Context: an optimization exercise on an open-source flow, tuned for a short achievable clock period and few clock cycles per item. The choices shown serve that exercise and are no tape-out recipe. Where RTL was checked, it was by simulation tests only, not by an equivalence proof against the original. Power is estimated from default activity; no workload was simulated.

==> trial 84 <==
Design cpu, start of the top module:
module cpu(clk, rst, imem_addr, imem_rdata, dmem_addr, dmem_rdata, dmem_we, dmem_wdata);
export LEC_CHECK = 0
export CAP_MARGIN = 20
export CORE_MARGIN = 2
export CORE_UTILIZATION = 40
export SETUP_SLACK_MARGIN = 5
export SLEW_MARGIN = 20
export SYNTH_HIERARCHICAL = 1
create_clock -name core_clock -period 7.5 [get_ports {clk}]
standard.sh (not shown) runs the stock make flow with config.mk's settings and CLKGATE_MAP_FILE= SYNTH_SCRIPT=/design/flow/synth_recipe.tcl, a recipe that flattens the netlist after the stock synthesis.
==> flow/flow/run.sh <==
#!/bin/bash
# The standard layout (standard.sh) with these changes:
# - synthesis leaves Yosys's adders to ABC instead of mapping them to the
#   library's full/half-adder cells, and ABC maps for delay with its classic
#   mapper (flow/abc.script) instead of ORFS's speed script;
set -o pipefail
export ADDER_MAP_FILE=
export MY_ABC_SCRIPT=$PWD/flow/abc.script
# The standard flow's synthesis script with the ABC script replaced
{ head -n 1 synth_recipe.tcl
  cat <<'EOT'
proc abc {args} {
  set i [lsearch -exact $args -script]
  if {$i >= 0} { set args [lreplace $args $i [expr {$i + 1}] -script $::env(MY_ABC_SCRIPT)] }
  yosys abc {*}$args
}
EOT
  tail -n +2 synth_recipe.tcl; } > flow_synth.tcl
bash standard.sh SYNTH_SCRIPT=$PWD/flow_synth.tcl SETUP_SLACK_MARGIN=5 finish 2>&1 | tee standard.log
==> flow/flow/abc.script <==
strash
map -D 300
buffer -c
topo
stime -c
upsize -c
dnsize -c
==> build 73: changes against trial 84 <==
--- a/flow/design.v
+++ b/flow/design.v
@@ -15,43 +15,36 @@
   wire [4:0] eDestV = eK ? 5'd0 : eDest;
   wire eSWV = eSW & ~eK;
   reg [15:0] bhtH, bhtL;
   integer k;
   reg uV, uInv;
   reg [3:0] uIdx;
-  reg [9:0] PC;                 
-  reg [9:0] PCn;                
+  reg [9:0] PC;
   wire [31:0] fI = imem_rdata;
   wire fJ = fI[31:26] == 6'd2;
   wire fBr = fI[31:27] == 5'b00010;
-  wire fInv = bhtH[PCn[3:0]];   
+  wire fInv = bhtH[PC[3:0]];
   wire fPT = fBr & (fI[15] ^ fInv);
-  wire [9:0] fPC1 = PCn;
-  wire [9:0] fBT, fBT1, fPC2, fJT1;
-  add10c u_fbt(.a(PCn), .b(fI[9:0]), .ci(1'b0), .s(fBT));
-  add10c u_fbt1(.a(PCn), .b(fI[9:0]), .ci(1'b1), .s(fBT1));
-  add10c u_pc2(.a(PCn), .b(10'd0), .ci(1'b1), .s(fPC2));
-  add10c u_jt1(.a(fI[9:0]), .b(10'd0), .ci(1'b1), .s(fJT1));
+  wire [9:0] fPC1 = PC + 10'd1;
+  wire [9:0] fBT;
+  add10c u_fbt(.a(PC), .b(fI[9:0]), .ci(1'b1), .s(fBT));
   wire [9:0] fNext0 = fJ ? fI[9:0] : fBr & fI[15] ? fBT : fPC1;
   wire [9:0] fNext1 = fJ ? fI[9:0] : fBr & ~fI[15] ? fBT : fPC1;
   wire [9:0] fNext = fInv ? fNext1 : fNext0;
-  wire [9:0] fNextP0 = fJ ? fJT1 : fBr & fI[15] ? fBT1 : fPC2;
-  wire [9:0] fNextP1 = fJ ? fJT1 : fBr & ~fI[15] ? fBT1 : fPC2;
-  wire [9:0] fNextP = fInv ? fNextP1 : fNextP0;
   wire [9:0] fAlt = fInv ^ fI[15] ? fPC1 : fBT;
   wire [4:0] fRs = fI[25:21], fRt = fI[20:16];
   wire [31:0] fA0 = fRs[2:0] == 3'd0 ? 32'd0 : RF[{2'd0, fRs[2:0]}];
   wire [31:0] fA1 = RF[{2'd1, fRs[2:0]}], fA2 = RF[{2'd2, fRs[2:0]}], fA3 = RF[{2'd3, fRs[2:0]}];
   wire [31:0] fB0 = fRt[2:0] == 3'd0 ? 32'd0 : RF[{2'd0, fRt[2:0]}];
   wire [31:0] fB1 = RF[{2'd1, fRt[2:0]}], fB2 = RF[{2'd2, fRt[2:0]}], fB3 = RF[{2'd3, fRt[2:0]}];
   reg [31:0] dI;
   reg [31:0] dA0, dA1, dA2v, dA3v, dB0, dB1, dB2v, dB3v;
   reg dV, dPT, dA2, dA3, dB2, dB3;
   reg [3:0] gA, gB;            
   reg dStall;                  
-  reg [9:0] dAlt, dAlt1;       
+  reg [9:0] dAlt;
   reg [3:0] dIdx;
   wire [5:0] dOp = dI[31:26], dFn = dI[5:0];
   wire [4:0] dRs = dI[25:21], dRt = dI[20:16], dRd = dI[15:11];
   wire dR = dOp == 6'd0;
   wire dSLL = dR & dFn == 6'd0, dSRL = dR & dFn == 6'd2, dADD = dR & dFn == 6'd32,
        dSUB = dR & dFn == 6'd34, dAND = dR & dFn == 6'd36, dOR = dR & dFn == 6'd37,
@@ -73,38 +66,46 @@
   wire dMB = eDestV != 5'd0 & eDestV == dRt;
   wire dGo = dV & ~dStall;
   wire fLW = fI[31:26] == 6'd35, fMem = fLW | fI[31:26] == 6'd43;
   wire fStall = (fMem & dGo & dDest != 5'd0 & dDest == fRs) | (fLW & dGo & dSW);
   reg eBeq, eBne, ePT, eSt;
   reg [3:0] eIdx;
-  reg [9:0] eAlt, eAlt1, eAddr, mAddr;
+  reg [9:0] eAlt, eAddr, mAddr;
   reg [31:0] eA, eB, eO2;      
   reg eSub;
   reg [4:0] eSh;
   reg sAdd, sAnd, sOr, sNor, sSll, sSrl, sLw;
+  reg eZok, eZsh;              
+  reg [31:0] eZm;              
   reg sWe;
   reg [31:0] sData;
   wire [32:0] sumx = {eA, 1'b1} + {eO2, eSub};
   wire [31:0] sum = sumx[32:1];
   wire [31:0] res = ({32{sAdd}} & sum) | ({32{sAnd}} & (eA & eO2)) | ({32{sOr}} & (eA | eO2))
                   | ({32{sNor}} & ~(eA | eO2)) | ({32{sSll}} & (eB << eSh))
                   | ({32{sSrl}} & (eB >> eSh)) | ({32{sLw}} & dmem_rdata);
   wire eEq = eA == eB;
   wire eBr = ~eK & (eBeq | eBne);
   wire eTaken = eBeq ? eEq : ~eEq;
   wire eMis = eBr & (eTaken ^ ePT);
+  wire [31:0] eZv = eZsh ? eB & eZm : ({32{sAnd}} & (eA & eO2)) | ({32{sOr}} & (eA | eO2))
+                                      | ({32{sNor}} & ~(eA | eO2));
+  wire eZ = eZv == 32'd0;
+  wire [4:0] dX = dRs == 5'd0 ? dRt : dRs;
+  wire dEarly = dV & (dBEQ | dBNE) & ((dRs == 5'd0) ^ (dRt == 5'd0)) & eZok & eDestV == dX;
+  wire dTakenE = dBEQ ? eZ : ~eZ;
+  wire dMisE = dEarly & (dTakenE ^ dPT);
   wire [31:0] nA = dMA ? res : dAv;
   wire [31:0] nB = dMB ? res : dBv;
   assign imem_addr = PC;
   assign dmem_addr = mAddr;
   assign dmem_we = sWe;
   assign dmem_wdata = sData;
   always @(posedge clk) begin
     if(rst) begin
       PC <= 10'd0;
-      PCn <= 10'd1;
       dV <= 1'b0;
       bhtH <= 16'd0;
       bhtL <= 16'd0;
       uV <= 1'b0;
       eDest <= 5'd0;
       eSW <= 1'b0;
@@ -114,17 +115,18 @@
       dStall <= 1'b0;
       wDest <= 5'd0;
       sWe <= 1'b0;
     end else begin
       if(eMis) begin
         PC <= eAlt;
-        PCn <= eAlt1;
+        dV <= 1'b0;
+      end else if(dMisE) begin
+        PC <= dAlt;
         dV <= 1'b0;
       end else if(~dStall) begin
         PC <= fNext;
-        PCn <= fNextP;
         dV <= 1'b1;
       end
       for(k = 0; k < 16; k = k + 1)
         if(uV & uIdx == k) begin
           bhtH[k] <= uInv ? bhtH[k] | bhtL[k] : bhtH[k] & bhtL[k];
           bhtL[k] <= uInv ? ~bhtL[k] | bhtH[k] : ~bhtL[k] & bhtH[k];
@@ -142,14 +144,13 @@
     uIdx <= eIdx;
     uInv <= eTaken ^ eSt;
     if(~dStall) begin
       dI <= fI;
       dPT <= fPT;
       dAlt <= fAlt;
-      dAlt1 <= fInv ^ fI[15] ? fPC2 : fBT1;
-      dIdx <= PCn[3:0];
+      dIdx <= PC[3:0];
       gA <= 4'd1 << fI[25:24];
       gB <= 4'd1 << fI[20:19];
       dA0 <= fA0; dA1 <= fA1; dA2v <= fA2; dA3v <= fA3;
       dB0 <= fB0; dB1 <= fB1; dB2v <= fB2; dB3v <= fB3;
       dA2 <= eDestV != 5'd0 & eDestV == fRs;
       dB2 <= eDestV != 5'd0 & eDestV == fRt;
@@ -160,17 +161,16 @@
       dB0 <= dBv; dB1 <= dBv; dB2v <= dBv; dB3v <= dBv;
       dA2 <= dMA;
       dB2 <= dMB;
       dA3 <= 1'b0;
       dB3 <= 1'b0;
     end
-    ePT <= dPT;
+    ePT <= dPT ^ dMisE;
     eSt <= dI[15];
     eIdx <= dIdx;
     eAlt <= dAlt;
-    eAlt1 <= dAlt1;
     eAddr <= dAddr;
     mAddr <= eSWV ? eAddr : dAddr;
     eA <= nA;
     eB <= nB;
     eO2 <= dImm ? dSimm : nB ^ {32{dSUB}};
     eSub <= dSUB;
@@ -179,12 +179,15 @@
     sAnd <= dAND | dANDI;
     sOr <= dOR | dORI;
     sNor <= dNOR;
     sSll <= dSLL;
     sSrl <= dSRL;
     sLw <= dLW;
+    eZok <= dSLL | dSRL | dAND | dANDI | dOR | dORI | dNOR;
+    eZsh <= dSLL | dSRL;
+    eZm <= dSLL ? 32'hffffffff >> dI[10:6] : 32'hffffffff << dI[10:6];
     sData <= eB;
     wRes <= res;
     w2Res <= wRes;
     if(wDest != 5'd0) RF[wDest] <= wRes;
   end
 endmodule
--- a/flow/config.mk
+++ b/flow/config.mk
@@ -5,9 +5,10 @@
 export SDC_FILE = /design/flow/constraint.sdc
 export NUM_CORES = 8
 export LEC_CHECK = 0
 export CAP_MARGIN = 20
 export CORE_MARGIN = 2
 export CORE_UTILIZATION = 40
+export PLACE_DENSITY = 0.7
 export SETUP_SLACK_MARGIN = 5
 export SLEW_MARGIN = 20
 export SYNTH_HIERARCHICAL = 1
==> build 74: changes against trial 84 <==
--- a/flow/design.v
+++ b/flow/design.v
@@ -15,43 +15,36 @@
   wire [4:0] eDestV = eK ? 5'd0 : eDest;
   wire eSWV = eSW & ~eK;
   reg [15:0] bhtH, bhtL;
   integer k;
   reg uV, uInv;
   reg [3:0] uIdx;
-  reg [9:0] PC;                 
-  reg [9:0] PCn;                
+  reg [9:0] PC;
   wire [31:0] fI = imem_rdata;
   wire fJ = fI[31:26] == 6'd2;
   wire fBr = fI[31:27] == 5'b00010;
-  wire fInv = bhtH[PCn[3:0]];   
+  wire fInv = bhtH[PC[3:0]];
   wire fPT = fBr & (fI[15] ^ fInv);
-  wire [9:0] fPC1 = PCn;
-  wire [9:0] fBT, fBT1, fPC2, fJT1;
-  add10c u_fbt(.a(PCn), .b(fI[9:0]), .ci(1'b0), .s(fBT));
-  add10c u_fbt1(.a(PCn), .b(fI[9:0]), .ci(1'b1), .s(fBT1));
-  add10c u_pc2(.a(PCn), .b(10'd0), .ci(1'b1), .s(fPC2));
-  add10c u_jt1(.a(fI[9:0]), .b(10'd0), .ci(1'b1), .s(fJT1));
+  wire [9:0] fPC1 = PC + 10'd1;
+  wire [9:0] fBT;
+  add10c u_fbt(.a(PC), .b(fI[9:0]), .ci(1'b1), .s(fBT));
   wire [9:0] fNext0 = fJ ? fI[9:0] : fBr & fI[15] ? fBT : fPC1;
   wire [9:0] fNext1 = fJ ? fI[9:0] : fBr & ~fI[15] ? fBT : fPC1;
   wire [9:0] fNext = fInv ? fNext1 : fNext0;
-  wire [9:0] fNextP0 = fJ ? fJT1 : fBr & fI[15] ? fBT1 : fPC2;
-  wire [9:0] fNextP1 = fJ ? fJT1 : fBr & ~fI[15] ? fBT1 : fPC2;
-  wire [9:0] fNextP = fInv ? fNextP1 : fNextP0;
   wire [9:0] fAlt = fInv ^ fI[15] ? fPC1 : fBT;
   wire [4:0] fRs = fI[25:21], fRt = fI[20:16];
   wire [31:0] fA0 = fRs[2:0] == 3'd0 ? 32'd0 : RF[{2'd0, fRs[2:0]}];
   wire [31:0] fA1 = RF[{2'd1, fRs[2:0]}], fA2 = RF[{2'd2, fRs[2:0]}], fA3 = RF[{2'd3, fRs[2:0]}];
   wire [31:0] fB0 = fRt[2:0] == 3'd0 ? 32'd0 : RF[{2'd0, fRt[2:0]}];
   wire [31:0] fB1 = RF[{2'd1, fRt[2:0]}], fB2 = RF[{2'd2, fRt[2:0]}], fB3 = RF[{2'd3, fRt[2:0]}];
   reg [31:0] dI;
   reg [31:0] dA0, dA1, dA2v, dA3v, dB0, dB1, dB2v, dB3v;
   reg dV, dPT, dA2, dA3, dB2, dB3;
   reg [3:0] gA, gB;            
   reg dStall;                  
-  reg [9:0] dAlt, dAlt1;       
+  reg [9:0] dAlt;
   reg [3:0] dIdx;
   wire [5:0] dOp = dI[31:26], dFn = dI[5:0];
   wire [4:0] dRs = dI[25:21], dRt = dI[20:16], dRd = dI[15:11];
   wire dR = dOp == 6'd0;
   wire dSLL = dR & dFn == 6'd0, dSRL = dR & dFn == 6'd2, dADD = dR & dFn == 6'd32,
        dSUB = dR & dFn == 6'd34, dAND = dR & dFn == 6'd36, dOR = dR & dFn == 6'd37,
@@ -73,38 +66,46 @@
   wire dMB = eDestV != 5'd0 & eDestV == dRt;
   wire dGo = dV & ~dStall;
   wire fLW = fI[31:26] == 6'd35, fMem = fLW | fI[31:26] == 6'd43;
   wire fStall = (fMem & dGo & dDest != 5'd0 & dDest == fRs) | (fLW & dGo & dSW);
   reg eBeq, eBne, ePT, eSt;
   reg [3:0] eIdx;
-  reg [9:0] eAlt, eAlt1, eAddr, mAddr;
+  reg [9:0] eAlt, eAddr, mAddr;
   reg [31:0] eA, eB, eO2;      
   reg eSub;
   reg [4:0] eSh;
   reg sAdd, sAnd, sOr, sNor, sSll, sSrl, sLw;
+  reg eZok, eZsh;              
+  reg [31:0] eZm;              
   reg sWe;
   reg [31:0] sData;
   wire [32:0] sumx = {eA, 1'b1} + {eO2, eSub};
   wire [31:0] sum = sumx[32:1];
   wire [31:0] res = ({32{sAdd}} & sum) | ({32{sAnd}} & (eA & eO2)) | ({32{sOr}} & (eA | eO2))
                   | ({32{sNor}} & ~(eA | eO2)) | ({32{sSll}} & (eB << eSh))
                   | ({32{sSrl}} & (eB >> eSh)) | ({32{sLw}} & dmem_rdata);
   wire eEq = eA == eB;
   wire eBr = ~eK & (eBeq | eBne);
   wire eTaken = eBeq ? eEq : ~eEq;
   wire eMis = eBr & (eTaken ^ ePT);
+  wire [31:0] eZv = eZsh ? eB & eZm : ({32{sAnd}} & (eA & eO2)) | ({32{sOr}} & (eA | eO2))
+                                      | ({32{sNor}} & ~(eA | eO2));
+  wire eZ = eZv == 32'd0;
+  wire [4:0] dX = dRs == 5'd0 ? dRt : dRs;
+  wire dEarly = dV & (dBEQ | dBNE) & ((dRs == 5'd0) ^ (dRt == 5'd0)) & eZok & eDestV == dX;
+  wire dTakenE = dBEQ ? eZ : ~eZ;
+  wire dMisE = dEarly & (dTakenE ^ dPT);
   wire [31:0] nA = dMA ? res : dAv;
   wire [31:0] nB = dMB ? res : dBv;
   assign imem_addr = PC;
   assign dmem_addr = mAddr;
   assign dmem_we = sWe;
   assign dmem_wdata = sData;
   always @(posedge clk) begin
     if(rst) begin
       PC <= 10'd0;
-      PCn <= 10'd1;
       dV <= 1'b0;
       bhtH <= 16'd0;
       bhtL <= 16'd0;
       uV <= 1'b0;
       eDest <= 5'd0;
       eSW <= 1'b0;
@@ -114,17 +115,18 @@
       dStall <= 1'b0;
       wDest <= 5'd0;
       sWe <= 1'b0;
     end else begin
       if(eMis) begin
         PC <= eAlt;
-        PCn <= eAlt1;
+        dV <= 1'b0;
+      end else if(dMisE) begin
+        PC <= dAlt;
         dV <= 1'b0;
       end else if(~dStall) begin
         PC <= fNext;
-        PCn <= fNextP;
         dV <= 1'b1;
       end
       for(k = 0; k < 16; k = k + 1)
         if(uV & uIdx == k) begin
           bhtH[k] <= uInv ? bhtH[k] | bhtL[k] : bhtH[k] & bhtL[k];
           bhtL[k] <= uInv ? ~bhtL[k] | bhtH[k] : ~bhtL[k] & bhtH[k];
@@ -142,14 +144,13 @@
     uIdx <= eIdx;
     uInv <= eTaken ^ eSt;
     if(~dStall) begin
       dI <= fI;
       dPT <= fPT;
       dAlt <= fAlt;
-      dAlt1 <= fInv ^ fI[15] ? fPC2 : fBT1;
-      dIdx <= PCn[3:0];
+      dIdx <= PC[3:0];
       gA <= 4'd1 << fI[25:24];
       gB <= 4'd1 << fI[20:19];
       dA0 <= fA0; dA1 <= fA1; dA2v <= fA2; dA3v <= fA3;
       dB0 <= fB0; dB1 <= fB1; dB2v <= fB2; dB3v <= fB3;
       dA2 <= eDestV != 5'd0 & eDestV == fRs;
       dB2 <= eDestV != 5'd0 & eDestV == fRt;
@@ -160,17 +161,16 @@
       dB0 <= dBv; dB1 <= dBv; dB2v <= dBv; dB3v <= dBv;
       dA2 <= dMA;
       dB2 <= dMB;
       dA3 <= 1'b0;
       dB3 <= 1'b0;
     end
-    ePT <= dPT;
+    ePT <= dPT ^ dMisE;
     eSt <= dI[15];
     eIdx <= dIdx;
     eAlt <= dAlt;
-    eAlt1 <= dAlt1;
     eAddr <= dAddr;
     mAddr <= eSWV ? eAddr : dAddr;
     eA <= nA;
     eB <= nB;
     eO2 <= dImm ? dSimm : nB ^ {32{dSUB}};
     eSub <= dSUB;
@@ -179,12 +179,15 @@
     sAnd <= dAND | dANDI;
     sOr <= dOR | dORI;
     sNor <= dNOR;
     sSll <= dSLL;
     sSrl <= dSRL;
     sLw <= dLW;
+    eZok <= dSLL | dSRL | dAND | dANDI | dOR | dORI | dNOR;
+    eZsh <= dSLL | dSRL;
+    eZm <= dSLL ? 32'hffffffff >> dI[10:6] : 32'hffffffff << dI[10:6];
     sData <= eB;
     wRes <= res;
     w2Res <= wRes;
     if(wDest != 5'd0) RF[wDest] <= wRes;
   end
 endmodule
--- a/flow/flow/run.sh
+++ b/flow/flow/run.sh
@@ -13,7 +13,7 @@
   set i [lsearch -exact $args -script]
   if {$i >= 0} { set args [lreplace $args $i [expr {$i + 1}] -script $::env(MY_ABC_SCRIPT)] }
   yosys abc {*}$args
 }
 EOT
   tail -n +2 synth_recipe.tcl; } > flow_synth.tcl
-bash standard.sh SYNTH_SCRIPT=$PWD/flow_synth.tcl SETUP_SLACK_MARGIN=5 finish 2>&1 | tee standard.log
+bash standard.sh SYNTH_SCRIPT=$PWD/flow_synth.tcl SETUP_SLACK_MARGIN=5.5 finish 2>&1 | tee standard.log
==> comparison table <==
                                                                             build 73        build 74        trial 84
Outcome                                                                finished clean  finished clean  finished clean
Worst setup endpoint                                                     imem_addr[0]    imem_addr[1]          eA[16]
P_clk                                                                         8.84 mW         9.03 mW         9.27 mW
Total number of tap cells                                                        2688            2688            2805
Proportion of cell area spent on the clock network                              5.67%           5.16%           5.90%
Count of placed standard cells in the final layout, fillers left out            13100           13400           13600
Net switching power                                                           6.28 mW         6.83 mW         7.16 mW
Min Tclk post-route                                                           2.93 ns         2.94 ns         3.09 ns
Total inserted antenna cells                                                        7               6               9
Maximum resistive drop on vdd                                                  205 uV          162 uV          254 uV
Count of buffering cells on the critical path with inverters included               2               2               5
Final Hold Slack                                                             0.328 ns        0.326 ns        0.327 ns
DP Area                                                                   86900 sq um     87700 sq um     89400 sq um
Number of sequential cells in the layout                                         1647            1647            1643
Vias/cell                                                                        5.94            6.09            5.79
Clock slew at reported path FFs                                               0.06 ns         0.07 ns         0.06 ns
Number of enable-type register cells in the synthesized netlist                  1047            1047            1057
Total track usage                                                               29.1%           33.7%           30.6%
Startpoint of the worst hold path                                             eIdx[1]         eIdx[0]         eIdx[2]
Fraction of synthesized area in multiplexers                                    3.47%           3.47%           3.35%
Testbench counts of build 73, summed over its fixed seeds: cycles 46,044, instructions 44,290.
Testbench counts of build 74, summed over its fixed seeds: cycles 46,044, instructions 44,290.
No functional check of the RTL was part of trial 84.

[afterwards: timing with drivers on the ports]
The flow's constraints put no driver on any port. The routed layouts listed below were extracted and timed again, unchanged, in two steps. Step 1: set_driving_cell puts a clkbuf_16 on clk and a buf_2 on each other input, an assumption about the parent block. Step 2 times the ports against the registers' clock, not the clock port: input delays grow and output delays shrink by t, the midpoint of the rising clock arrivals with the driver on. a / b / c = ideal / step 1 / step 2; a / b = the first two.
run	shift t [ns]	setup WS [ns]	worst setup path after step 2	latest minus earliest clock arrival (ns)	slew at the worst register clock pin (ns)
trial 84	0.952	4.415 / 4.415 / 3.785	input to register	0.074 / 0.074	0.07 / 0.07
build 73	0.933	4.570 / 4.470 / 3.757	input to register	0.037 / 0.038	0.07 / 0.07
build 74	0.922	4.558 / 4.471 / 3.781	input to register	0.048 / 0.049	0.07 / 0.07
After both steps setup and hold are still met in every run listed. For build 73, which loses most, drivers alone change the setup slack by -0.100 ns; drivers and shift together by -0.813 ns.
